Background: an optimization exercise with open tools, aiming at small area and a short achievable clock period. Do not read the settings as production practice. Where RTL was checked, it was by simulation tests only, not by an equivalence proof against the original. Function not checked in run 1: the RTL went through the layout flow alone.

==> flow/design.v, too long to show whole: its modules and the start of the top module <==
// module get_conv_target_angle: 28 lines
// module output_mapping: 643 lines
// module cordic_sin_cos: 169 lines
module cordic_sin_cos(clk, rst, target_angle, x_res, y_res);
  // ...
==> flow/run.sh <==
#!/bin/bash
# synth_recipe.tcl (not shown) runs the flow's synth.tcl, then flattens the netlist and writes it again
# the make line also repeats each setting of config.mk as NAME=value (left out here)
make -C /OpenROAD-flow-scripts/flow DESIGN_CONFIG=/design/flow/config.mk WORK_HOME=/design/flow/orfs CLKGATE_MAP_FILE= SYNTH_SCRIPT=/design/flow/synth_recipe.tcl finish
==> flow/config.mk <==
export PLATFORM = sky130hd
export DESIGN_NAME = cordic_sin_cos
export DESIGN_NICKNAME = cordic_sin_cos
export VERILOG_FILES = /design/flow/design.v
export SDC_FILE = /design/flow/constraint.sdc
export NUM_CORES = 4
export LEC_CHECK = 0
export ABC_AREA = 1
export CAP_MARGIN = 60
export CORE_MARGIN = 2
export CORE_UTILIZATION = 40
export SLEW_MARGIN = 60
export SYNTH_HIERARCHICAL = 1
==> flow/constraint.sdc <==
create_clock -name core_clock -period 35.0 [get_ports {clk}]
set_input_delay 7.0000 -clock core_clock [delete_from_list [all_inputs] [get_ports {clk}]]
set_output_delay 7.0000 -clock core_clock [all_outputs]
set_load 0.01 [all_outputs]
==> impl_results.md, run 1 <==
- Cts repair resizes: 0
- Arr. time, crit path: 22.48 ns
- Vias per std cell: 5.309
- Multiplexer share of the synthesized area: 0.001943
- GR Layer Usage met3: 0.01378
- Critical path class: in -> reg
- Nature of the critical path endpoint: flop
- Total grt overflow: 0
- Hold path depth: 3
- Most used DFF post-synth: dfxtp_1
- Compound-cell area share of the yosys netlist: 0.1499
- I/O Pins: 62
- Fin nets: 2052
- Clock Sinks: 34
- Post-synth top area cell: nand2_1
- Leading cell type in the layout, fill and taps excluded: nand2_1
- Setup crit start kind: input pin
- Met1 WL: 15650 um
- First-pass GRT wire length: 58650 um
- Synth Register Bits: 34
- Crit path to: y_res[15]$_SDFF_PN0_
- Die Ht: 174.2 um
- Drt pass-1 iters: 8
- Worst Setup Slack, final: 12.69 ns
- Row cnt: 62
- CP max stage cell: clkdlybuf4s50_1
- Post-route cell area: 12280 um^2
- Status: timing/DRC/antenna clean
- RD Place Congestion: 1.051
- Most frequent cells in the layout: 559 x nand2_1, 262 x inv_1, 153 x nand3_1
- Clock buffers: 6
- Area Overhead vs Synth: 5.969%
- Largest family of logic cells by synthesized area: simple AND/OR/NAND/NOR gates
- Detailed Place HPWL: 29910 um
- Top class by area: multi-input combinational cells
- Netlist Area Pre-Place: 11590 um^2
- GR Util met2: 0.4109
==> run 2: changes to the inputs <==
==> flow/design.v (replaced) <==
module get_conv_target_angle(
 input [19:0] target_angle,
 output [11:0] z0,
 output q2,
 output q3
);
 wire [19:0] a = target_angle;
 wire lowa = ~|a[19:13];
 wire gt1440 = (a[12] | (a[11] | (a[10] & (a[9] | (a[8] & (a[7] & (a[6] | (a[5] & (a[4] | (a[3] | (a[2] | (a[1] | a[0]))))))))))));
 wire gt2880 = (a[12] | (a[11] & (a[10] | (a[9] & (a[8] & (a[7] | (a[6] & (a[5] | (a[4] | (a[3] | (a[2] | (a[1] | a[0]))))))))))));
 wire gt4320 = (a[12] & (a[11] | (a[10] | (a[9] | (a[8] | (a[7] & (a[6] & (a[5] & (a[4] | (a[3] | (a[2] | (a[1] | a[0]))))))))))));
 wire gt5760 = (a[12] & (a[11] | (a[10] & (a[9] & (a[8] | (a[7] & (a[6] | (a[5] | (a[4] | (a[3] | (a[2] | (a[1] | a[0]))))))))))));
 assign q2 = lowa & gt1440 & ~gt2880;
 assign q3 = lowa & gt2880 & ~gt4320;
 wire q4 = lowa & gt4320 & ~gt5760;
 wire satp = ~a[19] & ~(lowa & ~gt5760);
 wire satn = a[19] & ~((a[18] & (a[17] & (a[16] & (a[15] & (a[14] & (a[13] & (a[12] & (a[11] & (a[10] | (a[9] | (a[8] & (a[7] & a[6])))))))))))));
 reg [6:0] zh;
 always @(*) begin
  if (satp) zh = 7'd50;
  else if (satn) zh = 7'd78;
  else if (q2) zh = a[11:5] - 7'd45;
  else if (q3) zh = a[11:5] - 7'd90;
  else if (q4) zh = a[11:5] - 7'd52;
  else zh = a[11:5];
 end
 assign z0 = {zh, a[4:0] & {5{~(satp | satn)}}};
endmodule
module output_mapping(
 input [16:0] x,
 input [16:0] y,
 input [8:0] d,
 input q2,
 input q3,
 output [16:0] x_res,
 output [16:0] y_res
);
 wire qn = q2 | q3;
 wire [16:0] tx6 = {{6{y[16]}}, y[16:6]};
 wire [16:0] ty6 = {{6{x[16]}}, x[16:6]};
 wire zx6 = ~|x[5:0];
 wire zy6 = ~|y[5:0];
 wire cx6 = q3 ? ~(d[6] ^ zy6) : d[6];
 wire cy6 = qn ? (d[6] ^ zx6) : ~d[6];
 wire ax6_p0 = x[0] ^ (tx6[0] ^ d[6]);
 wire ax6_g0 = x[0] & (tx6[0] ^ d[6]);
 wire ax6_p1 = x[1] ^ (tx6[1] ^ d[6]);
 wire ax6_g1 = x[1] & (tx6[1] ^ d[6]);
 wire ax6_p2 = x[2] ^ (tx6[2] ^ d[6]);
 wire ax6_g2 = x[2] & (tx6[2] ^ d[6]);
 wire ax6_p3 = x[3] ^ (tx6[3] ^ d[6]);
 wire ax6_g3 = x[3] & (tx6[3] ^ d[6]);
 wire ax6_p4 = x[4] ^ (tx6[4] ^ d[6]);
 wire ax6_g4 = x[4] & (tx6[4] ^ d[6]);
 wire ax6_p5 = x[5] ^ (tx6[5] ^ d[6]);
 wire ax6_g5 = x[5] & (tx6[5] ^ d[6]);
 wire ax6_p6 = x[6] ^ (tx6[6] ^ d[6]);
 wire ax6_g6 = x[6] & (tx6[6] ^ d[6]);
 wire ax6_p7 = x[7] ^ (tx6[7] ^ d[6]);
 wire ax6_g7 = x[7] & (tx6[7] ^ d[6]);
 wire ax6_p8 = x[8] ^ (tx6[8] ^ d[6]);
 wire ax6_g8 = x[8] & (tx6[8] ^ d[6]);
 wire ax6_p9 = x[9] ^ (tx6[9] ^ d[6]);
 wire ax6_g9 = x[9] & (tx6[9] ^ d[6]);
 wire ax6_p10 = x[10] ^ (tx6[10] ^ d[6]);
 wire ax6_g10 = x[10] & (tx6[10] ^ d[6]);
 wire ax6_p11 = x[11] ^ (tx6[11] ^ d[6]);
 wire ax6_g11 = x[11] & (tx6[11] ^ d[6]);
 wire ax6_p12 = x[12] ^ (tx6[12] ^ d[6]);
 wire ax6_g12 = x[12] & (tx6[12] ^ d[6]);
 wire ax6_p13 = x[13] ^ (tx6[13] ^ d[6]);
 wire ax6_g13 = x[13] & (tx6[13] ^ d[6]);
 wire ax6_p14 = x[14] ^ (tx6[14] ^ d[6]);
 wire ax6_g14 = x[14] & (tx6[14] ^ d[6]);
 wire ax6_p15 = x[15] ^ (tx6[15] ^ d[6]);
 wire ax6_g15 = x[15] & (tx6[15] ^ d[6]);
 wire ax6_p16 = x[16] ^ (tx6[16] ^ d[6]);
 wire ax6_g16 = x[16] & (tx6[16] ^ d[6]);
 wire ax6_bg1 = ax6_g0 | (ax6_p0 & cx6);
 wire ax6_bg2 = ax6_g2 | (ax6_p2 & ax6_g1);
 wire ax6_bp2 = ax6_p2 & ax6_p1;
 wire ax6_bg3 = ax6_g4 | (ax6_p4 & ax6_g3);
 wire ax6_bp3 = ax6_p4 & ax6_p3;
 wire ax6_bg4 = ax6_g6 | (ax6_p6 & ax6_g5);
 wire ax6_bp4 = ax6_p6 & ax6_p5;
 wire ax6_bg5 = ax6_g8 | (ax6_p8 & ax6_g7);
 wire ax6_bp5 = ax6_p8 & ax6_p7;
 wire ax6_bg6 = ax6_g10 | (ax6_p10 & ax6_g9);
 wire ax6_bp6 = ax6_p10 & ax6_p9;
 wire ax6_bg7 = ax6_g12 | (ax6_p12 & ax6_g11);
 wire ax6_bp7 = ax6_p12 & ax6_p11;
 wire ax6_bg8 = ax6_g14 | (ax6_p14 & ax6_g13);
 wire ax6_bp8 = ax6_p14 & ax6_p13;
 wire ax6_bg9 = ax6_bg2 | (ax6_bp2 & ax6_bg1);
 wire ax6_bg10 = ax6_bg4 | (ax6_bp4 & ax6_bg3);
 wire ax6_bp10 = ax6_bp4 & ax6_bp3;
 wire ax6_bg11 = ax6_bg6 | (ax6_bp6 & ax6_bg5);
 wire ax6_bp11 = ax6_bp6 & ax6_bp5;
 wire ax6_bg12 = ax6_bg8 | (ax6_bp8 & ax6_bg7);
 wire ax6_bp12 = ax6_bp8 & ax6_bp7;
 wire ax6_bg13 = ax6_bg10 | (ax6_bp10 & ax6_bg9);
 wire ax6_bg14 = ax6_bg12 | (ax6_bp12 & ax6_bg11);
 wire ax6_bp14 = ax6_bp12 & ax6_bp11;
 wire ax6_bg15 = ax6_bg14 | (ax6_bp14 & ax6_bg13);
 wire ax6_bg16 = ax6_bg11 | (ax6_bp11 & ax6_bg13);
 wire ax6_bg17 = ax6_bg3 | (ax6_bp3 & ax6_bg9);
 wire ax6_bg18 = ax6_bg5 | (ax6_bp5 & ax6_bg13);
 wire ax6_bg19 = ax6_bg7 | (ax6_bp7 & ax6_bg16);
 wire ax6_bg20 = ax6_g1 | (ax6_p1 & ax6_bg1);
 wire ax6_bg21 = ax6_g3 | (ax6_p3 & ax6_bg9);
 wire ax6_bg22 = ax6_g5 | (ax6_p5 & ax6_bg17);
 wire ax6_bg23 = ax6_g7 | (ax6_p7 & ax6_bg13);
 wire ax6_bg24 = ax6_g9 | (ax6_p9 & ax6_bg18);
 wire ax6_bg25 = ax6_g11 | (ax6_p11 & ax6_bg16);
 wire ax6_bg26 = ax6_g13 | (ax6_p13 & ax6_bg19);
 wire ax6_bg27 = ax6_g15 | (ax6_p15 & ax6_bg15);
 wire ax6_s0 = ax6_p0 ^ cx6;
 wire ax6_s1 = ax6_p1 ^ ax6_bg1;
 wire ax6_s2 = ax6_p2 ^ ax6_bg20;
 wire ax6_s3 = ax6_p3 ^ ax6_bg9;
 wire ax6_s4 = ax6_p4 ^ ax6_bg21;
 wire ax6_s5 = ax6_p5 ^ ax6_bg17;
 wire ax6_s6 = ax6_p6 ^ ax6_bg22;
 wire ax6_s7 = ax6_p7 ^ ax6_bg13;
 wire ax6_s8 = ax6_p8 ^ ax6_bg23;
 wire ax6_s9 = ax6_p9 ^ ax6_bg18;
 wire ax6_s10 = ax6_p10 ^ ax6_bg24;
 wire ax6_s11 = ax6_p11 ^ ax6_bg16;
 wire ax6_s12 = ax6_p12 ^ ax6_bg25;
 wire ax6_s13 = ax6_p13 ^ ax6_bg19;
 wire ax6_s14 = ax6_p14 ^ ax6_bg26;
 wire ax6_s15 = ax6_p15 ^ ax6_bg15;
 wire ax6_s16 = ax6_p16 ^ ax6_bg27;
 wire ay6_p0 = y[0] ^ (ty6[0] ^ ~d[6]);
 wire ay6_g0 = y[0] & (ty6[0] ^ ~d[6]);
 wire ay6_p1 = y[1] ^ (ty6[1] ^ ~d[6]);
 wire ay6_g1 = y[1] & (ty6[1] ^ ~d[6]);
 wire ay6_p2 = y[2] ^ (ty6[2] ^ ~d[6]);
 wire ay6_g2 = y[2] & (ty6[2] ^ ~d[6]);
 wire ay6_p3 = y[3] ^ (ty6[3] ^ ~d[6]);
 wire ay6_g3 = y[3] & (ty6[3] ^ ~d[6]);
 wire ay6_p4 = y[4] ^ (ty6[4] ^ ~d[6]);
 wire ay6_g4 = y[4] & (ty6[4] ^ ~d[6]);
 wire ay6_p5 = y[5] ^ (ty6[5] ^ ~d[6]);
 wire ay6_g5 = y[5] & (ty6[5] ^ ~d[6]);
 wire ay6_p6 = y[6] ^ (ty6[6] ^ ~d[6]);
 wire ay6_g6 = y[6] & (ty6[6] ^ ~d[6]);
 wire ay6_p7 = y[7] ^ (ty6[7] ^ ~d[6]);
 wire ay6_g7 = y[7] & (ty6[7] ^ ~d[6]);
 wire ay6_p8 = y[8] ^ (ty6[8] ^ ~d[6]);
 wire ay6_g8 = y[8] & (ty6[8] ^ ~d[6]);
 wire ay6_p9 = y[9] ^ (ty6[9] ^ ~d[6]);
 wire ay6_g9 = y[9] & (ty6[9] ^ ~d[6]);
 wire ay6_p10 = y[10] ^ (ty6[10] ^ ~d[6]);
 wire ay6_g10 = y[10] & (ty6[10] ^ ~d[6]);
 wire ay6_p11 = y[11] ^ (ty6[11] ^ ~d[6]);
 wire ay6_g11 = y[11] & (ty6[11] ^ ~d[6]);
 wire ay6_p12 = y[12] ^ (ty6[12] ^ ~d[6]);
 wire ay6_g12 = y[12] & (ty6[12] ^ ~d[6]);
 wire ay6_p13 = y[13] ^ (ty6[13] ^ ~d[6]);
 wire ay6_g13 = y[13] & (ty6[13] ^ ~d[6]);
 wire ay6_p14 = y[14] ^ (ty6[14] ^ ~d[6]);
 wire ay6_g14 = y[14] & (ty6[14] ^ ~d[6]);
 wire ay6_p15 = y[15] ^ (ty6[15] ^ ~d[6]);
 wire ay6_g15 = y[15] & (ty6[15] ^ ~d[6]);
 wire ay6_p16 = y[16] ^ (ty6[16] ^ ~d[6]);
 wire ay6_g16 = y[16] & (ty6[16] ^ ~d[6]);
 wire ay6_bg1 = ay6_g0 | (ay6_p0 & cy6);
 wire ay6_bg2 = ay6_g2 | (ay6_p2 & ay6_g1);
 wire ay6_bp2 = ay6_p2 & ay6_p1;
 wire ay6_bg3 = ay6_g4 | (ay6_p4 & ay6_g3);
 wire ay6_bp3 = ay6_p4 & ay6_p3;
 wire ay6_bg4 = ay6_g6 | (ay6_p6 & ay6_g5);
 wire ay6_bp4 = ay6_p6 & ay6_p5;
 wire ay6_bg5 = ay6_g8 | (ay6_p8 & ay6_g7);
 wire ay6_bp5 = ay6_p8 & ay6_p7;
 wire ay6_bg6 = ay6_g10 | (ay6_p10 & ay6_g9);
 wire ay6_bp6 = ay6_p10 & ay6_p9;
 wire ay6_bg7 = ay6_g12 | (ay6_p12 & ay6_g11);
 wire ay6_bp7 = ay6_p12 & ay6_p11;
 wire ay6_bg8 = ay6_g14 | (ay6_p14 & ay6_g13);
 wire ay6_bp8 = ay6_p14 & ay6_p13;
 wire ay6_bg9 = ay6_bg2 | (ay6_bp2 & ay6_bg1);
 wire ay6_bg10 = ay6_bg4 | (ay6_bp4 & ay6_bg3);
 wire ay6_bp10 = ay6_bp4 & ay6_bp3;
 wire ay6_bg11 = ay6_bg6 | (ay6_bp6 & ay6_bg5);
 wire ay6_bp11 = ay6_bp6 & ay6_bp5;
 wire ay6_bg12 = ay6_bg8 | (ay6_bp8 & ay6_bg7);
 wire ay6_bp12 = ay6_bp8 & ay6_bp7;
 wire ay6_bg13 = ay6_bg10 | (ay6_bp10 & ay6_bg9);
 wire ay6_bg14 = ay6_bg12 | (ay6_bp12 & ay6_bg11);
 wire ay6_bp14 = ay6_bp12 & ay6_bp11;
 wire ay6_bg15 = ay6_bg14 | (ay6_bp14 & ay6_bg13);
 wire ay6_bg16 = ay6_bg11 | (ay6_bp11 & ay6_bg13);
 wire ay6_bg17 = ay6_bg3 | (ay6_bp3 & ay6_bg9);
 wire ay6_bg18 = ay6_bg5 | (ay6_bp5 & ay6_bg13);
 wire ay6_bg19 = ay6_bg7 | (ay6_bp7 & ay6_bg16);
 wire ay6_bg20 = ay6_g1 | (ay6_p1 & ay6_bg1);
 wire ay6_bg21 = ay6_g3 | (ay6_p3 & ay6_bg9);
 wire ay6_bg22 = ay6_g5 | (ay6_p5 & ay6_bg17);
 wire ay6_bg23 = ay6_g7 | (ay6_p7 & ay6_bg13);
 wire ay6_bg24 = ay6_g9 | (ay6_p9 & ay6_bg18);
 wire ay6_bg25 = ay6_g11 | (ay6_p11 & ay6_bg16);
 wire ay6_bg26 = ay6_g13 | (ay6_p13 & ay6_bg19);
 wire ay6_bg27 = ay6_g15 | (ay6_p15 & ay6_bg15);
 wire ay6_s0 = ay6_p0 ^ cy6;
 wire ay6_s1 = ay6_p1 ^ ay6_bg1;
 wire ay6_s2 = ay6_p2 ^ ay6_bg20;
 wire ay6_s3 = ay6_p3 ^ ay6_bg9;
 wire ay6_s4 = ay6_p4 ^ ay6_bg21;
 wire ay6_s5 = ay6_p5 ^ ay6_bg17;
 wire ay6_s6 = ay6_p6 ^ ay6_bg22;
 wire ay6_s7 = ay6_p7 ^ ay6_bg13;
 wire ay6_s8 = ay6_p8 ^ ay6_bg23;
 wire ay6_s9 = ay6_p9 ^ ay6_bg18;
 wire ay6_s10 = ay6_p10 ^ ay6_bg24;
 wire ay6_s11 = ay6_p11 ^ ay6_bg16;
 wire ay6_s12 = ay6_p12 ^ ay6_bg25;
 wire ay6_s13 = ay6_p13 ^ ay6_bg19;
 wire ay6_s14 = ay6_p14 ^ ay6_bg26;
 wire ay6_s15 = ay6_p15 ^ ay6_bg15;
 wire ay6_s16 = ay6_p16 ^ ay6_bg27;
 wire [16:0] x7 = {ax6_s16, ax6_s15, ax6_s14, ax6_s13, ax6_s12, ax6_s11, ax6_s10, ax6_s9, ax6_s8, ax6_s7, ax6_s6, ax6_s5, ax6_s4, ax6_s3, ax6_s2, ax6_s1, ax6_s0};
 wire [16:0] y7 = {ay6_s16, ay6_s15, ay6_s14, ay6_s13, ay6_s12, ay6_s11, ay6_s10, ay6_s9, ay6_s8, ay6_s7, ay6_s6, ay6_s5, ay6_s4, ay6_s3, ay6_s2, ay6_s1, ay6_s0};
 wire [16:0] tx7 = {{7{y7[16]}}, y7[16:7]};
 wire [16:0] ty7 = {{7{x7[16]}}, x7[16:7]};
 wire zx7 = ~|x7[6:0];
 wire zy7 = ~|y7[6:0];
 wire cx7 = q3 ? ~(d[7] ^ zy7) : d[7];
 wire cy7 = qn ? (d[7] ^ zx7) : ~d[7];
 wire ax7_p0 = x7[0] ^ (tx7[0] ^ d[7]);
 wire ax7_g0 = x7[0] & (tx7[0] ^ d[7]);
 wire ax7_p1 = x7[1] ^ (tx7[1] ^ d[7]);
 wire ax7_g1 = x7[1] & (tx7[1] ^ d[7]);
 wire ax7_p2 = x7[2] ^ (tx7[2] ^ d[7]);
 wire ax7_g2 = x7[2] & (tx7[2] ^ d[7]);
 wire ax7_p3 = x7[3] ^ (tx7[3] ^ d[7]);
 wire ax7_g3 = x7[3] & (tx7[3] ^ d[7]);
 wire ax7_p4 = x7[4] ^ (tx7[4] ^ d[7]);
 wire ax7_g4 = x7[4] & (tx7[4] ^ d[7]);
 wire ax7_p5 = x7[5] ^ (tx7[5] ^ d[7]);
 wire ax7_g5 = x7[5] & (tx7[5] ^ d[7]);
 wire ax7_p6 = x7[6] ^ (tx7[6] ^ d[7]);
 wire ax7_g6 = x7[6] & (tx7[6] ^ d[7]);
 wire ax7_p7 = x7[7] ^ (tx7[7] ^ d[7]);
 wire ax7_g7 = x7[7] & (tx7[7] ^ d[7]);
 wire ax7_p8 = x7[8] ^ (tx7[8] ^ d[7]);
 wire ax7_g8 = x7[8] & (tx7[8] ^ d[7]);
 wire ax7_p9 = x7[9] ^ (tx7[9] ^ d[7]);
 wire ax7_g9 = x7[9] & (tx7[9] ^ d[7]);
 wire ax7_p10 = x7[10] ^ (tx7[10] ^ d[7]);
 wire ax7_g10 = x7[10] & (tx7[10] ^ d[7]);
 wire ax7_p11 = x7[11] ^ (tx7[11] ^ d[7]);
 wire ax7_g11 = x7[11] & (tx7[11] ^ d[7]);
 wire ax7_p12 = x7[12] ^ (tx7[12] ^ d[7]);
 wire ax7_g12 = x7[12] & (tx7[12] ^ d[7]);
 wire ax7_p13 = x7[13] ^ (tx7[13] ^ d[7]);
 wire ax7_g13 = x7[13] & (tx7[13] ^ d[7]);
 wire ax7_p14 = x7[14] ^ (tx7[14] ^ d[7]);
 wire ax7_g14 = x7[14] & (tx7[14] ^ d[7]);
 wire ax7_p15 = x7[15] ^ (tx7[15] ^ d[7]);
 wire ax7_g15 = x7[15] & (tx7[15] ^ d[7]);
 wire ax7_p16 = x7[16] ^ (tx7[16] ^ d[7]);
 wire ax7_g16 = x7[16] & (tx7[16] ^ d[7]);
 wire ax7_bg1 = ax7_g0 | (ax7_p0 & cx7);
 wire ax7_bg2 = ax7_g2 | (ax7_p2 & ax7_g1);
 wire ax7_bp2 = ax7_p2 & ax7_p1;
 wire ax7_bg3 = ax7_g4 | (ax7_p4 & ax7_g3);
 wire ax7_bp3 = ax7_p4 & ax7_p3;
 wire ax7_bg4 = ax7_g6 | (ax7_p6 & ax7_g5);
 wire ax7_bp4 = ax7_p6 & ax7_p5;
 wire ax7_bg5 = ax7_g8 | (ax7_p8 & ax7_g7);
 wire ax7_bp5 = ax7_p8 & ax7_p7;
 wire ax7_bg6 = ax7_g10 | (ax7_p10 & ax7_g9);
 wire ax7_bp6 = ax7_p10 & ax7_p9;
 wire ax7_bg7 = ax7_g12 | (ax7_p12 & ax7_g11);
 wire ax7_bp7 = ax7_p12 & ax7_p11;
 wire ax7_bg8 = ax7_g14 | (ax7_p14 & ax7_g13);
 wire ax7_bp8 = ax7_p14 & ax7_p13;
 wire ax7_bg9 = ax7_bg2 | (ax7_bp2 & ax7_bg1);
 wire ax7_bg10 = ax7_bg4 | (ax7_bp4 & ax7_bg3);
 wire ax7_bp10 = ax7_bp4 & ax7_bp3;
 wire ax7_bg11 = ax7_bg6 | (ax7_bp6 & ax7_bg5);
 wire ax7_bp11 = ax7_bp6 & ax7_bp5;
 wire ax7_bg12 = ax7_bg8 | (ax7_bp8 & ax7_bg7);
 wire ax7_bp12 = ax7_bp8 & ax7_bp7;
 wire ax7_bg13 = ax7_bg10 | (ax7_bp10 & ax7_bg9);
 wire ax7_bg14 = ax7_bg12 | (ax7_bp12 & ax7_bg11);
 wire ax7_bp14 = ax7_bp12 & ax7_bp11;
 wire ax7_bg15 = ax7_bg14 | (ax7_bp14 & ax7_bg13);
 wire ax7_bg16 = ax7_bg11 | (ax7_bp11 & ax7_bg13);
 wire ax7_bg17 = ax7_bg3 | (ax7_bp3 & ax7_bg9);
 wire ax7_bg18 = ax7_bg5 | (ax7_bp5 & ax7_bg13);
 wire ax7_bg19 = ax7_bg7 | (ax7_bp7 & ax7_bg16);
 wire ax7_bg20 = ax7_g1 | (ax7_p1 & ax7_bg1);
 wire ax7_bg21 = ax7_g3 | (ax7_p3 & ax7_bg9);
 wire ax7_bg22 = ax7_g5 | (ax7_p5 & ax7_bg17);
 wire ax7_bg23 = ax7_g7 | (ax7_p7 & ax7_bg13);
 wire ax7_bg24 = ax7_g9 | (ax7_p9 & ax7_bg18);
 wire ax7_bg25 = ax7_g11 | (ax7_p11 & ax7_bg16);
 wire ax7_bg26 = ax7_g13 | (ax7_p13 & ax7_bg19);
 wire ax7_bg27 = ax7_g15 | (ax7_p15 & ax7_bg15);
 wire ax7_s0 = ax7_p0 ^ cx7;
 wire ax7_s1 = ax7_p1 ^ ax7_bg1;
 wire ax7_s2 = ax7_p2 ^ ax7_bg20;
 wire ax7_s3 = ax7_p3 ^ ax7_bg9;
 wire ax7_s4 = ax7_p4 ^ ax7_bg21;
 wire ax7_s5 = ax7_p5 ^ ax7_bg17;
 wire ax7_s6 = ax7_p6 ^ ax7_bg22;
 wire ax7_s7 = ax7_p7 ^ ax7_bg13;
 wire ax7_s8 = ax7_p8 ^ ax7_bg23;
 wire ax7_s9 = ax7_p9 ^ ax7_bg18;
 wire ax7_s10 = ax7_p10 ^ ax7_bg24;
 wire ax7_s11 = ax7_p11 ^ ax7_bg16;
 wire ax7_s12 = ax7_p12 ^ ax7_bg25;
 wire ax7_s13 = ax7_p13 ^ ax7_bg19;
 wire ax7_s14 = ax7_p14 ^ ax7_bg26;
 wire ax7_s15 = ax7_p15 ^ ax7_bg15;
 wire ax7_s16 = ax7_p16 ^ ax7_bg27;
 wire ay7_p0 = y7[0] ^ (ty7[0] ^ ~d[7]);
 wire ay7_g0 = y7[0] & (ty7[0] ^ ~d[7]);
 wire ay7_p1 = y7[1] ^ (ty7[1] ^ ~d[7]);
 wire ay7_g1 = y7[1] & (ty7[1] ^ ~d[7]);
 wire ay7_p2 = y7[2] ^ (ty7[2] ^ ~d[7]);
 wire ay7_g2 = y7[2] & (ty7[2] ^ ~d[7]);
 wire ay7_p3 = y7[3] ^ (ty7[3] ^ ~d[7]);
 wire ay7_g3 = y7[3] & (ty7[3] ^ ~d[7]);
 wire ay7_p4 = y7[4] ^ (ty7[4] ^ ~d[7]);
 wire ay7_g4 = y7[4] & (ty7[4] ^ ~d[7]);
 wire ay7_p5 = y7[5] ^ (ty7[5] ^ ~d[7]);
 wire ay7_g5 = y7[5] & (ty7[5] ^ ~d[7]);
 wire ay7_p6 = y7[6] ^ (ty7[6] ^ ~d[7]);
 wire ay7_g6 = y7[6] & (ty7[6] ^ ~d[7]);
 wire ay7_p7 = y7[7] ^ (ty7[7] ^ ~d[7]);
 wire ay7_g7 = y7[7] & (ty7[7] ^ ~d[7]);
 wire ay7_p8 = y7[8] ^ (ty7[8] ^ ~d[7]);
 wire ay7_g8 = y7[8] & (ty7[8] ^ ~d[7]);
 wire ay7_p9 = y7[9] ^ (ty7[9] ^ ~d[7]);
 wire ay7_g9 = y7[9] & (ty7[9] ^ ~d[7]);
 wire ay7_p10 = y7[10] ^ (ty7[10] ^ ~d[7]);
 wire ay7_g10 = y7[10] & (ty7[10] ^ ~d[7]);
 wire ay7_p11 = y7[11] ^ (ty7[11] ^ ~d[7]);
 wire ay7_g11 = y7[11] & (ty7[11] ^ ~d[7]);
 wire ay7_p12 = y7[12] ^ (ty7[12] ^ ~d[7]);
 wire ay7_g12 = y7[12] & (ty7[12] ^ ~d[7]);
 wire ay7_p13 = y7[13] ^ (ty7[13] ^ ~d[7]);
 wire ay7_g13 = y7[13] & (ty7[13] ^ ~d[7]);
 wire ay7_p14 = y7[14] ^ (ty7[14] ^ ~d[7]);
 wire ay7_g14 = y7[14] & (ty7[14] ^ ~d[7]);
 wire ay7_p15 = y7[15] ^ (ty7[15] ^ ~d[7]);
 wire ay7_g15 = y7[15] & (ty7[15] ^ ~d[7]);
 wire ay7_p16 = y7[16] ^ (ty7[16] ^ ~d[7]);
 wire ay7_g16 = y7[16] & (ty7[16] ^ ~d[7]);
 wire ay7_bg1 = ay7_g0 | (ay7_p0 & cy7);
 wire ay7_bg2 = ay7_g2 | (ay7_p2 & ay7_g1);
 wire ay7_bp2 = ay7_p2 & ay7_p1;
 wire ay7_bg3 = ay7_g4 | (ay7_p4 & ay7_g3);
 wire ay7_bp3 = ay7_p4 & ay7_p3;
 wire ay7_bg4 = ay7_g6 | (ay7_p6 & ay7_g5);
 wire ay7_bp4 = ay7_p6 & ay7_p5;
 wire ay7_bg5 = ay7_g8 | (ay7_p8 & ay7_g7);
 wire ay7_bp5 = ay7_p8 & ay7_p7;
 wire ay7_bg6 = ay7_g10 | (ay7_p10 & ay7_g9);
 wire ay7_bp6 = ay7_p10 & ay7_p9;
 wire ay7_bg7 = ay7_g12 | (ay7_p12 & ay7_g11);
 wire ay7_bp7 = ay7_p12 & ay7_p11;
 wire ay7_bg8 = ay7_g14 | (ay7_p14 & ay7_g13);
 wire ay7_bp8 = ay7_p14 & ay7_p13;
 wire ay7_bg9 = ay7_bg2 | (ay7_bp2 & ay7_bg1);
 wire ay7_bg10 = ay7_bg4 | (ay7_bp4 & ay7_bg3);
 wire ay7_bp10 = ay7_bp4 & ay7_bp3;
 wire ay7_bg11 = ay7_bg6 | (ay7_bp6 & ay7_bg5);
 wire ay7_bp11 = ay7_bp6 & ay7_bp5;
 wire ay7_bg12 = ay7_bg8 | (ay7_bp8 & ay7_bg7);
 wire ay7_bp12 = ay7_bp8 & ay7_bp7;
 wire ay7_bg13 = ay7_bg10 | (ay7_bp10 & ay7_bg9);
 wire ay7_bg14 = ay7_bg12 | (ay7_bp12 & ay7_bg11);
 wire ay7_bp14 = ay7_bp12 & ay7_bp11;
 wire ay7_bg15 = ay7_bg14 | (ay7_bp14 & ay7_bg13);
 wire ay7_bg16 = ay7_bg11 | (ay7_bp11 & ay7_bg13);
 wire ay7_bg17 = ay7_bg3 | (ay7_bp3 & ay7_bg9);
 wire ay7_bg18 = ay7_bg5 | (ay7_bp5 & ay7_bg13);
 wire ay7_bg19 = ay7_bg7 | (ay7_bp7 & ay7_bg16);
 wire ay7_bg20 = ay7_g1 | (ay7_p1 & ay7_bg1);
 wire ay7_bg21 = ay7_g3 | (ay7_p3 & ay7_bg9);
 wire ay7_bg22 = ay7_g5 | (ay7_p5 & ay7_bg17);
 wire ay7_bg23 = ay7_g7 | (ay7_p7 & ay7_bg13);
 wire ay7_bg24 = ay7_g9 | (ay7_p9 & ay7_bg18);
 wire ay7_bg25 = ay7_g11 | (ay7_p11 & ay7_bg16);
 wire ay7_bg26 = ay7_g13 | (ay7_p13 & ay7_bg19);
 wire ay7_bg27 = ay7_g15 | (ay7_p15 & ay7_bg15);
 wire ay7_s0 = ay7_p0 ^ cy7;
 wire ay7_s1 = ay7_p1 ^ ay7_bg1;
 wire ay7_s2 = ay7_p2 ^ ay7_bg20;
 wire ay7_s3 = ay7_p3 ^ ay7_bg9;
 wire ay7_s4 = ay7_p4 ^ ay7_bg21;
 wire ay7_s5 = ay7_p5 ^ ay7_bg17;
 wire ay7_s6 = ay7_p6 ^ ay7_bg22;
 wire ay7_s7 = ay7_p7 ^ ay7_bg13;
 wire ay7_s8 = ay7_p8 ^ ay7_bg23;
 wire ay7_s9 = ay7_p9 ^ ay7_bg18;
 wire ay7_s10 = ay7_p10 ^ ay7_bg24;
 wire ay7_s11 = ay7_p11 ^ ay7_bg16;
 wire ay7_s12 = ay7_p12 ^ ay7_bg25;
 wire ay7_s13 = ay7_p13 ^ ay7_bg19;
 wire ay7_s14 = ay7_p14 ^ ay7_bg26;
 wire ay7_s15 = ay7_p15 ^ ay7_bg15;
 wire ay7_s16 = ay7_p16 ^ ay7_bg27;
 wire [16:0] x8 = {ax7_s16, ax7_s15, ax7_s14, ax7_s13, ax7_s12, ax7_s11, ax7_s10, ax7_s9, ax7_s8, ax7_s7, ax7_s6, ax7_s5, ax7_s4, ax7_s3, ax7_s2, ax7_s1, ax7_s0};
 wire [16:0] y8 = {ay7_s16, ay7_s15, ay7_s14, ay7_s13, ay7_s12, ay7_s11, ay7_s10, ay7_s9, ay7_s8, ay7_s7, ay7_s6, ay7_s5, ay7_s4, ay7_s3, ay7_s2, ay7_s1, ay7_s0};
 wire [16:0] tx8 = {{8{y8[16]}}, y8[16:8]};
 wire [16:0] ty8 = {{8{x8[16]}}, x8[16:8]};
 wire zx8 = ~|x8[7:0];
 wire zy8 = ~|y8[7:0];
 wire cx8 = q3 ? ~(d[8] ^ zy8) : d[8];
 wire cy8 = qn ? (d[8] ^ zx8) : ~d[8];
 wire ax8_p0 = x8[0] ^ (tx8[0] ^ d[8]);
 wire ax8_g0 = x8[0] & (tx8[0] ^ d[8]);
 wire ax8_p1 = x8[1] ^ (tx8[1] ^ d[8]);
 wire ax8_g1 = x8[1] & (tx8[1] ^ d[8]);
 wire ax8_p2 = x8[2] ^ (tx8[2] ^ d[8]);
 wire ax8_g2 = x8[2] & (tx8[2] ^ d[8]);
 wire ax8_p3 = x8[3] ^ (tx8[3] ^ d[8]);
 wire ax8_g3 = x8[3] & (tx8[3] ^ d[8]);
 wire ax8_p4 = x8[4] ^ (tx8[4] ^ d[8]);
 wire ax8_g4 = x8[4] & (tx8[4] ^ d[8]);
 wire ax8_p5 = x8[5] ^ (tx8[5] ^ d[8]);
 wire ax8_g5 = x8[5] & (tx8[5] ^ d[8]);
 wire ax8_p6 = x8[6] ^ (tx8[6] ^ d[8]);
 wire ax8_g6 = x8[6] & (tx8[6] ^ d[8]);
 wire ax8_p7 = x8[7] ^ (tx8[7] ^ d[8]);
 wire ax8_g7 = x8[7] & (tx8[7] ^ d[8]);
 wire ax8_p8 = x8[8] ^ (tx8[8] ^ d[8]);
 wire ax8_g8 = x8[8] & (tx8[8] ^ d[8]);
 wire ax8_p9 = x8[9] ^ (tx8[9] ^ d[8]);
 wire ax8_g9 = x8[9] & (tx8[9] ^ d[8]);
 wire ax8_p10 = x8[10] ^ (tx8[10] ^ d[8]);
 wire ax8_g10 = x8[10] & (tx8[10] ^ d[8]);
 wire ax8_p11 = x8[11] ^ (tx8[11] ^ d[8]);
 wire ax8_g11 = x8[11] & (tx8[11] ^ d[8]);
 wire ax8_p12 = x8[12] ^ (tx8[12] ^ d[8]);
 wire ax8_g12 = x8[12] & (tx8[12] ^ d[8]);
 wire ax8_p13 = x8[13] ^ (tx8[13] ^ d[8]);
 wire ax8_g13 = x8[13] & (tx8[13] ^ d[8]);
 wire ax8_p14 = x8[14] ^ (tx8[14] ^ d[8]);
 wire ax8_g14 = x8[14] & (tx8[14] ^ d[8]);
 wire ax8_p15 = x8[15] ^ (tx8[15] ^ d[8]);
 wire ax8_g15 = x8[15] & (tx8[15] ^ d[8]);
 wire ax8_p16 = x8[16] ^ (tx8[16] ^ d[8]);
 wire ax8_g16 = x8[16] & (tx8[16] ^ d[8]);
 wire ax8_bg1 = ax8_g0 | (ax8_p0 & cx8);
 wire ax8_bg2 = ax8_g2 | (ax8_p2 & ax8_g1);
 wire ax8_bp2 = ax8_p2 & ax8_p1;
 wire ax8_bg3 = ax8_g4 | (ax8_p4 & ax8_g3);
 wire ax8_bp3 = ax8_p4 & ax8_p3;
 wire ax8_bg4 = ax8_g6 | (ax8_p6 & ax8_g5);
 wire ax8_bp4 = ax8_p6 & ax8_p5;
 wire ax8_bg5 = ax8_g8 | (ax8_p8 & ax8_g7);
 wire ax8_bp5 = ax8_p8 & ax8_p7;
 wire ax8_bg6 = ax8_g10 | (ax8_p10 & ax8_g9);
 wire ax8_bp6 = ax8_p10 & ax8_p9;
 wire ax8_bg7 = ax8_g12 | (ax8_p12 & ax8_g11);
 wire ax8_bp7 = ax8_p12 & ax8_p11;
 wire ax8_bg8 = ax8_g14 | (ax8_p14 & ax8_g13);
 wire ax8_bp8 = ax8_p14 & ax8_p13;
 wire ax8_bg9 = ax8_bg2 | (ax8_bp2 & ax8_bg1);
 wire ax8_bg10 = ax8_bg4 | (ax8_bp4 & ax8_bg3);
 wire ax8_bp10 = ax8_bp4 & ax8_bp3;
 wire ax8_bg11 = ax8_bg6 | (ax8_bp6 & ax8_bg5);
 wire ax8_bp11 = ax8_bp6 & ax8_bp5;
 wire ax8_bg12 = ax8_bg8 | (ax8_bp8 & ax8_bg7);
 wire ax8_bp12 = ax8_bp8 & ax8_bp7;
 wire ax8_bg13 = ax8_bg10 | (ax8_bp10 & ax8_bg9);
 wire ax8_bg14 = ax8_bg12 | (ax8_bp12 & ax8_bg11);
 wire ax8_bp14 = ax8_bp12 & ax8_bp11;
 wire ax8_bg15 = ax8_bg14 | (ax8_bp14 & ax8_bg13);
 wire ax8_bg16 = ax8_bg11 | (ax8_bp11 & ax8_bg13);
 wire ax8_bg17 = ax8_bg3 | (ax8_bp3 & ax8_bg9);
 wire ax8_bg18 = ax8_bg5 | (ax8_bp5 & ax8_bg13);
 wire ax8_bg19 = ax8_bg7 | (ax8_bp7 & ax8_bg16);
 wire ax8_bg20 = ax8_g1 | (ax8_p1 & ax8_bg1);
 wire ax8_bg21 = ax8_g3 | (ax8_p3 & ax8_bg9);
 wire ax8_bg22 = ax8_g5 | (ax8_p5 & ax8_bg17);
 wire ax8_bg23 = ax8_g7 | (ax8_p7 & ax8_bg13);
 wire ax8_bg24 = ax8_g9 | (ax8_p9 & ax8_bg18);
 wire ax8_bg25 = ax8_g11 | (ax8_p11 & ax8_bg16);
 wire ax8_bg26 = ax8_g13 | (ax8_p13 & ax8_bg19);
 wire ax8_bg27 = ax8_g15 | (ax8_p15 & ax8_bg15);
 wire ax8_s0 = ax8_p0 ^ cx8;
 wire ax8_s1 = ax8_p1 ^ ax8_bg1;
 wire ax8_s2 = ax8_p2 ^ ax8_bg20;
 wire ax8_s3 = ax8_p3 ^ ax8_bg9;
 wire ax8_s4 = ax8_p4 ^ ax8_bg21;
 wire ax8_s5 = ax8_p5 ^ ax8_bg17;
 wire ax8_s6 = ax8_p6 ^ ax8_bg22;
 wire ax8_s7 = ax8_p7 ^ ax8_bg13;
 wire ax8_s8 = ax8_p8 ^ ax8_bg23;
 wire ax8_s9 = ax8_p9 ^ ax8_bg18;
 wire ax8_s10 = ax8_p10 ^ ax8_bg24;
 wire ax8_s11 = ax8_p11 ^ ax8_bg16;
 wire ax8_s12 = ax8_p12 ^ ax8_bg25;
 wire ax8_s13 = ax8_p13 ^ ax8_bg19;
 wire ax8_s14 = ax8_p14 ^ ax8_bg26;
 wire ax8_s15 = ax8_p15 ^ ax8_bg15;
 wire ax8_s16 = ax8_p16 ^ ax8_bg27;
 wire ay8_p0 = y8[0] ^ (ty8[0] ^ ~d[8]);
 wire ay8_g0 = y8[0] & (ty8[0] ^ ~d[8]);
 wire ay8_p1 = y8[1] ^ (ty8[1] ^ ~d[8]);
 wire ay8_g1 = y8[1] & (ty8[1] ^ ~d[8]);
 wire ay8_p2 = y8[2] ^ (ty8[2] ^ ~d[8]);
 wire ay8_g2 = y8[2] & (ty8[2] ^ ~d[8]);
 wire ay8_p3 = y8[3] ^ (ty8[3] ^ ~d[8]);
 wire ay8_g3 = y8[3] & (ty8[3] ^ ~d[8]);
 wire ay8_p4 = y8[4] ^ (ty8[4] ^ ~d[8]);
 wire ay8_g4 = y8[4] & (ty8[4] ^ ~d[8]);
 wire ay8_p5 = y8[5] ^ (ty8[5] ^ ~d[8]);
 wire ay8_g5 = y8[5] & (ty8[5] ^ ~d[8]);
 wire ay8_p6 = y8[6] ^ (ty8[6] ^ ~d[8]);
 wire ay8_g6 = y8[6] & (ty8[6] ^ ~d[8]);
 wire ay8_p7 = y8[7] ^ (ty8[7] ^ ~d[8]);
 wire ay8_g7 = y8[7] & (ty8[7] ^ ~d[8]);
 wire ay8_p8 = y8[8] ^ (ty8[8] ^ ~d[8]);
 wire ay8_g8 = y8[8] & (ty8[8] ^ ~d[8]);
 wire ay8_p9 = y8[9] ^ (ty8[9] ^ ~d[8]);
 wire ay8_g9 = y8[9] & (ty8[9] ^ ~d[8]);
 wire ay8_p10 = y8[10] ^ (ty8[10] ^ ~d[8]);
 wire ay8_g10 = y8[10] & (ty8[10] ^ ~d[8]);
 wire ay8_p11 = y8[11] ^ (ty8[11] ^ ~d[8]);
 wire ay8_g11 = y8[11] & (ty8[11] ^ ~d[8]);
 wire ay8_p12 = y8[12] ^ (ty8[12] ^ ~d[8]);
 wire ay8_g12 = y8[12] & (ty8[12] ^ ~d[8]);
 wire ay8_p13 = y8[13] ^ (ty8[13] ^ ~d[8]);
 wire ay8_g13 = y8[13] & (ty8[13] ^ ~d[8]);
 wire ay8_p14 = y8[14] ^ (ty8[14] ^ ~d[8]);
 wire ay8_g14 = y8[14] & (ty8[14] ^ ~d[8]);
 wire ay8_p15 = y8[15] ^ (ty8[15] ^ ~d[8]);
 wire ay8_g15 = y8[15] & (ty8[15] ^ ~d[8]);
 wire ay8_p16 = y8[16] ^ (ty8[16] ^ ~d[8]);
 wire ay8_g16 = y8[16] & (ty8[16] ^ ~d[8]);
 wire ay8_bg1 = ay8_g0 | (ay8_p0 & cy8);
 wire ay8_bg2 = ay8_g2 | (ay8_p2 & ay8_g1);
 wire ay8_bp2 = ay8_p2 & ay8_p1;
 wire ay8_bg3 = ay8_g4 | (ay8_p4 & ay8_g3);
 wire ay8_bp3 = ay8_p4 & ay8_p3;
 wire ay8_bg4 = ay8_g6 | (ay8_p6 & ay8_g5);
 wire ay8_bp4 = ay8_p6 & ay8_p5;
 wire ay8_bg5 = ay8_g8 | (ay8_p8 & ay8_g7);
 wire ay8_bp5 = ay8_p8 & ay8_p7;
 wire ay8_bg6 = ay8_g10 | (ay8_p10 & ay8_g9);
 wire ay8_bp6 = ay8_p10 & ay8_p9;
 wire ay8_bg7 = ay8_g12 | (ay8_p12 & ay8_g11);
 wire ay8_bp7 = ay8_p12 & ay8_p11;
 wire ay8_bg8 = ay8_g14 | (ay8_p14 & ay8_g13);
 wire ay8_bp8 = ay8_p14 & ay8_p13;
 wire ay8_bg9 = ay8_bg2 | (ay8_bp2 & ay8_bg1);
 wire ay8_bg10 = ay8_bg4 | (ay8_bp4 & ay8_bg3);
 wire ay8_bp10 = ay8_bp4 & ay8_bp3;
 wire ay8_bg11 = ay8_bg6 | (ay8_bp6 & ay8_bg5);
 wire ay8_bp11 = ay8_bp6 & ay8_bp5;
 wire ay8_bg12 = ay8_bg8 | (ay8_bp8 & ay8_bg7);
 wire ay8_bp12 = ay8_bp8 & ay8_bp7;
 wire ay8_bg13 = ay8_bg10 | (ay8_bp10 & ay8_bg9);
 wire ay8_bg14 = ay8_bg12 | (ay8_bp12 & ay8_bg11);
 wire ay8_bp14 = ay8_bp12 & ay8_bp11;
 wire ay8_bg15 = ay8_bg14 | (ay8_bp14 & ay8_bg13);
 wire ay8_bg16 = ay8_bg11 | (ay8_bp11 & ay8_bg13);
 wire ay8_bg17 = ay8_bg3 | (ay8_bp3 & ay8_bg9);
 wire ay8_bg18 = ay8_bg5 | (ay8_bp5 & ay8_bg13);
 wire ay8_bg19 = ay8_bg7 | (ay8_bp7 & ay8_bg16);
 wire ay8_bg20 = ay8_g1 | (ay8_p1 & ay8_bg1);
 wire ay8_bg21 = ay8_g3 | (ay8_p3 & ay8_bg9);
 wire ay8_bg22 = ay8_g5 | (ay8_p5 & ay8_bg17);
 wire ay8_bg23 = ay8_g7 | (ay8_p7 & ay8_bg13);
 wire ay8_bg24 = ay8_g9 | (ay8_p9 & ay8_bg18);
 wire ay8_bg25 = ay8_g11 | (ay8_p11 & ay8_bg16);
 wire ay8_bg26 = ay8_g13 | (ay8_p13 & ay8_bg19);
 wire ay8_bg27 = ay8_g15 | (ay8_p15 & ay8_bg15);
 wire ay8_s0 = ay8_p0 ^ cy8;
 wire ay8_s1 = ay8_p1 ^ ay8_bg1;
 wire ay8_s2 = ay8_p2 ^ ay8_bg20;
 wire ay8_s3 = ay8_p3 ^ ay8_bg9;
 wire ay8_s4 = ay8_p4 ^ ay8_bg21;
 wire ay8_s5 = ay8_p5 ^ ay8_bg17;
 wire ay8_s6 = ay8_p6 ^ ay8_bg22;
 wire ay8_s7 = ay8_p7 ^ ay8_bg13;
 wire ay8_s8 = ay8_p8 ^ ay8_bg23;
 wire ay8_s9 = ay8_p9 ^ ay8_bg18;
 wire ay8_s10 = ay8_p10 ^ ay8_bg24;
 wire ay8_s11 = ay8_p11 ^ ay8_bg16;
 wire ay8_s12 = ay8_p12 ^ ay8_bg25;
 wire ay8_s13 = ay8_p13 ^ ay8_bg19;
 wire ay8_s14 = ay8_p14 ^ ay8_bg26;
 wire ay8_s15 = ay8_p15 ^ ay8_bg15;
 wire ay8_s16 = ay8_p16 ^ ay8_bg27;
 wire [16:0] x9 = {ax8_s16, ax8_s15, ax8_s14, ax8_s13, ax8_s12, ax8_s11, ax8_s10, ax8_s9, ax8_s8, ax8_s7, ax8_s6, ax8_s5, ax8_s4, ax8_s3, ax8_s2, ax8_s1, ax8_s0};
 wire [16:0] y9 = {ay8_s16, ay8_s15, ay8_s14, ay8_s13, ay8_s12, ay8_s11, ay8_s10, ay8_s9, ay8_s8, ay8_s7, ay8_s6, ay8_s5, ay8_s4, ay8_s3, ay8_s2, ay8_s1, ay8_s0};
 assign x_res = x9;
 assign y_res = y9;
endmodule
module cordic_sin_cos(clk, rst, target_angle, x_res, y_res);
 input clk, rst;
 input [19:0] target_angle;
 output reg [19:0] x_res;
 output reg [19:0] y_res;
 wire [11:0] z0;
 wire q2, q3;
 get_conv_target_angle conv_angle(.target_angle(target_angle), .z0(z0), .q2(q2), .q3(q3));
 wire [8:0] d;   
 wire [11:0] zs0 = z0;
 wire [11:0] zs0_u = zs0 ^ 12'd2048;
 assign d[0] = ~zs0[11];
 wire c0_m720 = (zs0_u[11] | (zs0_u[10] & (zs0_u[9] | (zs0_u[8] & (zs0_u[7] | (zs0_u[6] | (zs0_u[5] & zs0_u[4])))))));
 wire c0_0 = zs0_u[11];
 wire c0_720 = (zs0_u[11] & (zs0_u[10] | (zs0_u[9] & (zs0_u[8] | (zs0_u[7] & (zs0_u[6] & (zs0_u[5] | zs0_u[4])))))));
 assign d[1] = (c0_m720 & ~c0_0) | (c0_720);
 wire c0_m1145 = (zs0_u[11] | (zs0_u[10] | (zs0_u[9] & (zs0_u[8] & (zs0_u[7] & (zs0_u[6] | (zs0_u[5] | (zs0_u[4] | (zs0_u[3] | (zs0_u[2] & (zs0_u[1] & zs0_u[0])))))))))));
 wire c0_m295 = (zs0_u[11] | (zs0_u[10] & (zs0_u[9] & (zs0_u[8] | (zs0_u[7] & (zs0_u[6] & (zs0_u[5] | (zs0_u[4] & (zs0_u[3] & (zs0_u[2] | (zs0_u[1] | zs0_u[0])))))))))));
 wire c0_295 = (zs0_u[11] & (zs0_u[10] | (zs0_u[9] | (zs0_u[8] & (zs0_u[7] | (zs0_u[6] | (zs0_u[5] & (zs0_u[4] | (zs0_u[3] | (zs0_u[2] & (zs0_u[1] & zs0_u[0])))))))))));
 wire c0_1145 = (zs0_u[11] & (zs0_u[10] & (zs0_u[9] | (zs0_u[8] | (zs0_u[7] | (zs0_u[6] & (zs0_u[5] & (zs0_u[4] & (zs0_u[3] & (zs0_u[2] | (zs0_u[1] | zs0_u[0])))))))))));
 assign d[2] = (c0_m1145 & ~c0_m720) | (c0_m295 & ~c0_0) | (c0_295 & ~c0_720) | (c0_1145);
 wire c0_m1369 = (zs0_u[11] | (zs0_u[10] | (zs0_u[9] & (zs0_u[8] | (zs0_u[7] & (zs0_u[6] | (zs0_u[5] & (zs0_u[4] | (zs0_u[3] | (zs0_u[2] & (zs0_u[1] & zs0_u[0])))))))))));
 wire c0_m921 = (zs0_u[11] | (zs0_u[10] & (zs0_u[9] | (zs0_u[8] | (zs0_u[7] | (zs0_u[6] & (zs0_u[5] & (zs0_u[4] | (zs0_u[3] | (zs0_u[2] & (zs0_u[1] & zs0_u[0])))))))))));
 wire c0_m519 = (zs0_u[11] | (zs0_u[10] & (zs0_u[9] | (zs0_u[8] & (zs0_u[7] & (zs0_u[6] & (zs0_u[5] & (zs0_u[4] & (zs0_u[3] & (zs0_u[2] | (zs0_u[1] | zs0_u[0])))))))))));
 wire c0_m71 = (zs0_u[11] | (zs0_u[10] & (zs0_u[9] & (zs0_u[8] & (zs0_u[7] & (zs0_u[6] | (zs0_u[5] & (zs0_u[4] & (zs0_u[3] & (zs0_u[2] | (zs0_u[1] | zs0_u[0])))))))))));
 wire c0_71 = (zs0_u[11] & (zs0_u[10] | (zs0_u[9] | (zs0_u[8] | (zs0_u[7] | (zs0_u[6] & (zs0_u[5] | (zs0_u[4] | (zs0_u[3] | (zs0_u[2] & (zs0_u[1] & zs0_u[0])))))))))));
 wire c0_519 = (zs0_u[11] & (zs0_u[10] | (zs0_u[9] & (zs0_u[8] | (zs0_u[7] | (zs0_u[6] | (zs0_u[5] | (zs0_u[4] | (zs0_u[3] | (zs0_u[2] & (zs0_u[1] & zs0_u[0])))))))))));
 wire c0_921 = (zs0_u[11] & (zs0_u[10] | (zs0_u[9] & (zs0_u[8] & (zs0_u[7] & (zs0_u[6] | (zs0_u[5] | (zs0_u[4] & (zs0_u[3] & (zs0_u[2] | (zs0_u[1] | zs0_u[0])))))))))));
 wire c0_1369 = (zs0_u[11] & (zs0_u[10] & (zs0_u[9] | (zs0_u[8] & (zs0_u[7] | (zs0_u[6] & (zs0_u[5] | (zs0_u[4] & (zs0_u[3] & (zs0_u[2] | (zs0_u[1] | zs0_u[0])))))))))));
 assign d[3] = (c0_m1369 & ~c0_m1145) | (c0_m921 & ~c0_m720) | (c0_m519 & ~c0_m295) | (c0_m71 & ~c0_0) | (c0_71 & ~c0_295) | (c0_519 & ~c0_720) | (c0_921 & ~c0_1145) | (c0_1369);
 reg [7:0] zk4;
 always @(*) begin
  case (d[3:0])
   4'b0000: zk4 = 8'd203;
   4'b1000: zk4 = 8'd231;
   4'b0100: zk4 = 8'd11;
   4'b1100: zk4 = 8'd39;
   4'b0010: zk4 = 8'd121;
   4'b1010: zk4 = 8'd149;
   4'b0110: zk4 = 8'd185;
   4'b1110: zk4 = 8'd213;
   4'b0001: zk4 = 8'd43;
   4'b1001: zk4 = 8'd71;
   4'b0101: zk4 = 8'd107;
   4'b1101: zk4 = 8'd135;
   4'b0011: zk4 = 8'd217;
   4'b1011: zk4 = 8'd245;
   4'b0111: zk4 = 8'd25;
   4'b1111: zk4 = 8'd53;
  endcase
 end
 wire [7:0] zs4 = zs0[7:0] + zk4;
 wire [7:0] zs4_u = zs4 ^ 8'd128;
 assign d[4] = ~zs4[7];
 wire c4_m57 = (zs4_u[7] | (zs4_u[6] & (zs4_u[5] | (zs4_u[4] | (zs4_u[3] | (zs4_u[2] & (zs4_u[1] & zs4_u[0])))))));
 wire c4_0 = zs4_u[7];
 wire c4_57 = (zs4_u[7] & (zs4_u[6] | (zs4_u[5] & (zs4_u[4] & (zs4_u[3] & (zs4_u[2] | (zs4_u[1] | zs4_u[0])))))));
 assign d[5] = (c4_m57 & ~c4_0) | (c4_57);
 wire c4_m85 = (zs4_u[7] | (zs4_u[6] | (zs4_u[5] & (zs4_u[4] | (zs4_u[3] & (zs4_u[2] | (zs4_u[1] & zs4_u[0])))))));
 wire c4_m29 = (zs4_u[7] | (zs4_u[6] & (zs4_u[5] & (zs4_u[4] | (zs4_u[3] | (zs4_u[2] | (zs4_u[1] & zs4_u[0])))))));
 wire c4_29 = (zs4_u[7] & (zs4_u[6] | (zs4_u[5] | (zs4_u[4] & (zs4_u[3] & (zs4_u[2] & (zs4_u[1] | zs4_u[0])))))));
 wire c4_85 = (zs4_u[7] & (zs4_u[6] & (zs4_u[5] | (zs4_u[4] & (zs4_u[3] | (zs4_u[2] & (zs4_u[1] | zs4_u[0])))))));
 assign d[6] = (c4_m85 & ~c4_m57) | (c4_m29 & ~c4_0) | (c4_29 & ~c4_57) | (c4_85);
 reg [5:0] zk7;
 always @(*) begin
  case (d[6:4])
   3'b000: zk7 = 6'd35;
   3'b100: zk7 = 6'd7;
   3'b010: zk7 = 6'd43;
   3'b110: zk7 = 6'd15;
   3'b001: zk7 = 6'd49;
   3'b101: zk7 = 6'd21;
   3'b011: zk7 = 6'd57;
   3'b111: zk7 = 6'd29;
  endcase
 end
 wire [5:0] zs7 = zs4[5:0] + zk7;
 wire [5:0] zs7_u = zs7 ^ 6'd32;
 assign d[7] = ~zs7[5];
 wire c7_m7 = (zs7_u[5] | (zs7_u[4] & (zs7_u[3] & (zs7_u[2] | (zs7_u[1] | zs7_u[0])))));
 wire c7_0 = zs7_u[5];
 wire c7_7 = (zs7_u[5] & (zs7_u[4] | (zs7_u[3] | (zs7_u[2] & (zs7_u[1] & zs7_u[0])))));
 assign d[8] = (c7_m7 & ~c7_0) | (c7_7);
 wire [5:0] ti = d[5:0];
 wire [16:0] xm;
 wire [63:0] txm0 = 64'hcfd2b40ccfd2b40c;
 assign xm[0] = txm0[ti];
 wire [63:0] txm1 = 64'h8175b006931cd9b1;
 assign xm[1] = txm1[ti];
 wire [63:0] txm2 = 64'h5ad09495ca3b1a65;
 assign xm[2] = txm2[ti];
 wire [63:0] txm3 = 64'hb52fc9b1af81e488;
 assign xm[3] = txm3[ti];
 wire [63:0] txm4 = 64'hb9dc286994143b9d;
 assign xm[4] = txm4[ti];
 wire [63:0] txm5 = 64'hcada788a511e5b53;
 assign xm[5] = txm5[ti];
 wire [63:0] txm6 = 64'hdbc9d79189eb93db;
 assign xm[6] = txm6[ti];
 wire [63:0] txm7 = 64'h961fdca1853bf869;
 assign xm[7] = txm7[ti];
 wire [63:0] txm8 = 64'he88fc54bd2a3f117;
 assign xm[8] = txm8[ti];
 wire [63:0] txm9 = 64'h89dfe5b3cda7fb91;
 assign xm[9] = txm9[ti];
 wire [63:0] txm10 = 64'h7a6a5a12485a565e;
 assign xm[10] = txm10[ti];
 wire [63:0] txm11 = 64'hc1ebf3ebd7cfd783;
 assign xm[11] = txm11[ti];
 wire [63:0] txm12 = 64'hfee6dac2435b677f;
 assign xm[12] = txm12[ti];
 wire [63:0] txm13 = 64'h7642cffbdff3426e;
 assign xm[13] = txm13[ti];
 wire [63:0] txm14 = 64'hcf66ee77ee7766f3;
 assign xm[14] = txm14[ti];
 wire [63:0] txm15 = 64'hf67ef66ff66f7e6f;
 assign xm[15] = txm15[ti];
 wire [63:0] txm16 = 64'h8000800180010001;
 assign xm[16] = txm16[ti];
 wire [16:0] ym;
 wire [63:0] tym0 = 64'h250b92f6250b92f6;
 assign ym[0] = tym0[ti];
 wire [63:0] tym1 = 64'h4f7360d7c44f5c16;
 assign ym[1] = tym1[ti];
 wire [63:0] tym2 = 64'h48b1b8b7025253e4;
 assign ym[2] = tym2[ti];
 wire [63:0] tym3 = 64'h374e16af1a37ad1a;
 assign ym[3] = tym3[ti];
 wire [63:0] tym4 = 64'h23b940433d7d623a;
 assign ym[4] = tym4[ti];
 wire [63:0] tym5 = 64'h90b0e010f778f2f7;
 assign ym[5] = tym5[ti];
 wire [63:0] tym6 = 64'hb293bf37138236b2;
 assign ym[6] = tym6[ti];
 wire [63:0] tym7 = 64'h3c7ab9071f62a1c3;
 assign ym[7] = tym7[ti];
 wire [63:0] tym8 = 64'h811a9fd2b406a77e;
 assign ym[8] = tym8[ti];
 wire [63:0] tym9 = 64'h13ba8f269b0ea237;
 assign ym[9] = tym9[ti];
 wire [63:0] tym10 = 64'he0c0f074d1f0fcf8;
 assign ym[10] = tym10[ti];
 wire [63:0] tym11 = 64'h9782a682be9abe16;
 assign ym[11] = tym11[ti];
 wire [63:0] tym12 = 64'ha88cb094d6f2ceea;
 assign ym[12] = tym12[ti];
 wire [63:0] tym13 = 64'hecd49aa2baa6d4c8;
 assign ym[13] = tym13[ti];
 wire [63:0] tym14 = 64'h9acc88ee88eecca6;
 assign ym[14] = tym14[ti];
 wire [63:0] tym15 = 64'hace8accaaccae8ca;
 assign ym[15] = tym15[ti];
 wire [63:0] tym16 = 64'h1555155715575557;
 assign ym[16] = tym16[ti];
 wire [16:0] xt = ((q2 ? ym : xm) ^ {17{q2 | q3}}) + (q2 | q3);
 wire [16:0] yt = ((q2 ? xm : ym) ^ {17{q3}}) + q3;
 wire qn = q2 | q3;
 wire [16:0] xo, yo;
 output_mapping out_map(.x(xt), .y(yt), .d(d), .q2(q2), .q3(q3), .x_res(xo), .y_res(yo));
 always @(posedge clk) begin
  if (rst == 1'b0) begin
   x_res <= 20'd0;
   y_res <= 20'd0;
  end else begin
   x_res <= {{3{xo[16]}}, xo};
   y_res <= {{3{yo[16]}}, yo};
  end
 end
endmodule
--- a/flow/config.mk
+++ b/flow/config.mk
@@ -5,9 +5,8 @@
 export SDC_FILE = /design/flow/constraint.sdc
 export NUM_CORES = 4
 export LEC_CHECK = 0
 export ABC_AREA = 1
 export CAP_MARGIN = 60
 export CORE_MARGIN = 2
 export CORE_UTILIZATION = 40
 export SLEW_MARGIN = 60
-export SYNTH_HIERARCHICAL = 1
==> impl_results.md, run 2 <==
- Layout cells sized above 1: 0.06824 (was 0.08004)
- Seq/Total Area, Yosys: 0.06019 (was 0.05872)
- Max_cap viols: 0 (unchanged)
- Core Footprint: 27780 um^2 (was 28630 um^2)
- CP most frequent cell: nand2_1 (unchanged)
- Setup tns final: 0 ns (unchanged)
- CP max FO: 63 (was 79)
- Finished Layout Cells: 2195 (was 2283)
- Vias: 11781 (was 12121)
- Yosys top cell area share: 0.1680 (was 0.1810)
- Worst Hold Class: in -> reg (unchanged)
- Row cnt: 61 (was 62)
- Post-synth top area cell: nand2_1 (unchanged)
- Drt pass-1 iters: 6 (was 8)
- CTS tree: done (unchanged)
- H-tree levels: 2 (unchanged)
- Leading cell type in the layout, fill and taps excluded: nand2_1 (unchanged)
- Crit path required time: 35.18 ns (was 35.17 ns)
- Die area: 29630 um^2 (was 30360 um^2)
- Setup bufs post-CTS: 0 (unchanged)
- Multi-input gate area: 9375 um^2 (was 9186 um^2)
- Final setup violating endpoints: 0 (unchanged)
- Vias per std cell: 5.367 (was 5.309)
- Worst-path clk slew: 0.05 ns (about the same)
- Final Hold Fails: 0 (unchanged)
- Clock Sinks: 34 (unchanged)
- Total CTS buffers: 5 (unchanged)
- Antenna cells: 0 (unchanged)
- CP max stage delay: 0.67 ns (was 0.65 ns)
- Most frequent cells in the layout: 503 x nand2_1, 212 x inv_1, 146 x nor2_1 (was 559 x nand2_1, 262 x inv_1, 153 x nand3_1)
- Initial core utilization: 0.4070 (was 0.4050)
- Count leader, synth: nand2_1 (unchanged)
- Detailed Place HPWL: 31490 um (was 29910 um)
- Relative slew slack: 0.6032 (was 0.5942)
- First-pass GRT wire length: 61050 um (was 58650 um)
- Final Max Slew Viols: 0 (unchanged)
- Vias in the first global route: 11409 (was 11375)
- Synth Register Bits: 34 (unchanged)
- # hold bufs at CTS: 0 (unchanged)
- Status: timing/DRC/antenna clean (unchanged)
- Fin crit share: 0.6835 (was 0.6373)
- ANT nets after route: 0 (unchanged)
- Net Count, Synth: 1998 (was 2073)
- # port buffers: 61 (unchanged)
- Cts repair resizes: 0 (unchanged)
- Detailed-route wire length: 37760 um (was 36450 um)
- CP startpoint: target_angle[8] (was target_angle[7])
- Nature of the critical path endpoint: flop (unchanged)
- Die Ht: 172.1 um (was 174.2 um)
- Die Width: 172.1 um (was 174.2 um)
- Critical path class: in -> reg (unchanged)
- Total grt overflow: 0 (unchanged)
- Mapped Cells: 1810 (was 1919)
- GRT Overall Usage: 0.2596 (was 0.2357)
- Arr. time, crit path: 24.10 ns (was 22.48 ns)
- Detailed-route DRC error count: 0 (unchanged)
- RD Place Congestion: 0.9739 (was 1.051)
- Min Tclk post-route: 23.92 ns (was 22.31 ns)
- Async set-reset flop share out of synthesis: 0 (unchanged)
- Setup crit start kind: input pin (unchanged)
- DRT iter0 DRCs: 1071 (was 1139)
- Least-Margin Pin Slew: 0.5912 ns (was 0.6088 ns)
- Cells after DPL: 2187 (was 2274)
- Final Util: 0.4404 (was 0.4291)
- Area Overhead vs Synth: 8.199% (was 5.969%)
- # fillers: 3056 (was 3092)
- Yosys warns: 2 (was 8)
- Clock root cell: clkbuf_16 (unchanged)
- Main area contributors after synthesis: nand2_1 17%, ha_1 12%, fa_1 9.7% (was nand2_1 18%, ha_1 11%, inv_1 8.5%)
- Number of synthesized flops with an enable pin: 0 (unchanged)
- Fin nets: 2004 (was 2052)
- Largest regs: x_res x17, y_res x17 (unchanged)
- RSZ-0062 raised after global routing: no (unchanged)
- Post-synthesis cell type count: 57 (was 64)
- I/O Pins: 62 (unchanged)
- Most frequent cells after synthesis: 506 x nand2_1, 214 x inv_1, 149 x nor2_1 (was 559 x nand2_1, 264 x inv_1, 154 x nand3_1)
- Crit path to: x_res[15]$_SDFF_PN0_ (was y_res[15]$_SDFF_PN0_)
- Most used DFF post-synth: dfxtp_1 (unchanged)
- Routed wire per std cell: 17.20 um (was 15.97 um)
- Initial antenna violation count: 0 (unchanged)
- CP max stage cell: clkdlybuf4s50_1 (unchanged)
- Mapped Avg Cell Area: 6.248 um^2 (was 6.041 um^2)
- Max clock buf depth: 2 (unchanged)
- Largest net degree at the start of global routing: 75 (was 80)
- Register Area: 680.7 um^2 (unchanged)
- Netlist Area Pre-Place: 11310 um^2 (was 11590 um^2)
- Fmax: 0.04180 GHz (was 0.04483 GHz)
## run 2: cells by family after synthesis
kind of cell / after synthesis / synth area share
flip-flops: 34 / 0.06019
AND/OR/NAND/NOR: 878 / 0.3412
adder cells (fa/ha/maj): 166 / 0.2202
AO/OA/AOI/OAI: 283 / 0.1456
XOR/XNOR: 140 / 0.1150
buffers and inverters: 309 / 0.1178
## run 2: worst max-delay path, delay by kind of cell
family / cells / cell delay [ns]
compound gates: 17 / 4.69
fa+ha+maj: 8 / 2.81
xor+xnor: 2 / 0.49
simple gates: 48 / 6.12
buf+inv: 16 / 2.96
## run 2: through the flow
| step | instance area [um^2] | worst slack [ns] | hold WS, ns |
|---|---|---|---|
| final | 12240 | 11.08 | 7.089 |
| after CTS | 12220 | 11.05 | 7.090 |
| after floorplan | 11310 | 14.80 | 7.098 |
| after global placement | 12000 | 10.35 | 7.737 |
| after detailed placement | 12080 | 10.80 | 7.384 |
| after global routing | 12240 | 9.530 | 7.118 |
## run 2: how the worst min path moves through the flow
stage                               from                   end  slack [ns]  depth (start not counted)
global route                         rst  y_res[13]$_SDFF_PN0_        7.12                          3
finish                               rst   y_res[7]$_SDFF_PN0_        7.09                          3
detailed placement                   rst   y_res[7]$_SDFF_PN0_        7.38                          3
CTS                                  rst   y_res[7]$_SDFF_PN0_        7.09                          3
floorplan                            rst  x_res[13]$_SDFF_PN0_        7.10                          2
global placement    x_res[10]$_SDFF_PN0_             x_res[10]        7.74                          1
## run 2: layout make-up
class,instances,share of cell area
Sequential cell,34,0.05563
Clock buffer,7,0.01166
Timing Repair Buffer,66,0.05277
Clock inverter,1,0.0004090
Tap cell,378,0.03865
Multi-Input combinational cell,1467,0.7662
Inverter,242,0.07465
## run 2: routing by layer
| metal | vias to the layer above | share of wire | wire length [um] | global-route usage |
|---|---|---|---|---|
| li1 | 5832 | - | - | - |
| met1 | 5366 | 0.41 | 15580 | 0.3172 |
| met2 | 491 | 0.50 | 18710 | 0.4772 |
| met3 | 92 | 0.051 | 1930 | 0.01373 |
| met4 | 0 | 0.041 | 1534 | 0.1016 |
| met5 | - | 0 | 0 | 0 |

## re-timing with driven ports
How much do the figures lean on ideal ports? The routed layouts below were timed once more, with nothing changed but the port constraints. Step 1 assumes that a clkbuf_16 drives the clock port and a buf_2 every other input. Step 2 times the ports against the registers' clock, not the clock port: input delays grow and output delays shrink by t, the midpoint of the rising clock arrivals with the driver on. Slacks: ideal / step 1 / step 2; pairs: ideal / step 1.
run	shift t [ns]	slack for setup (ns)	hold WS [ns]	slew at the worst register clock pin (ns)
run 1	0.306	12.694 / 12.703 / 12.397	7.103 / 7.096 / 7.403	0.05 / 0.05
run 2	0.306	11.077 / 11.085 / 10.779	7.089 / 7.083 / 7.389	0.05 / 0.05
After both steps setup and hold are still met in every run listed. The setup slack of run 2, which loses most, moves by +0.008 ns with the drivers and by -0.298 ns with both steps.
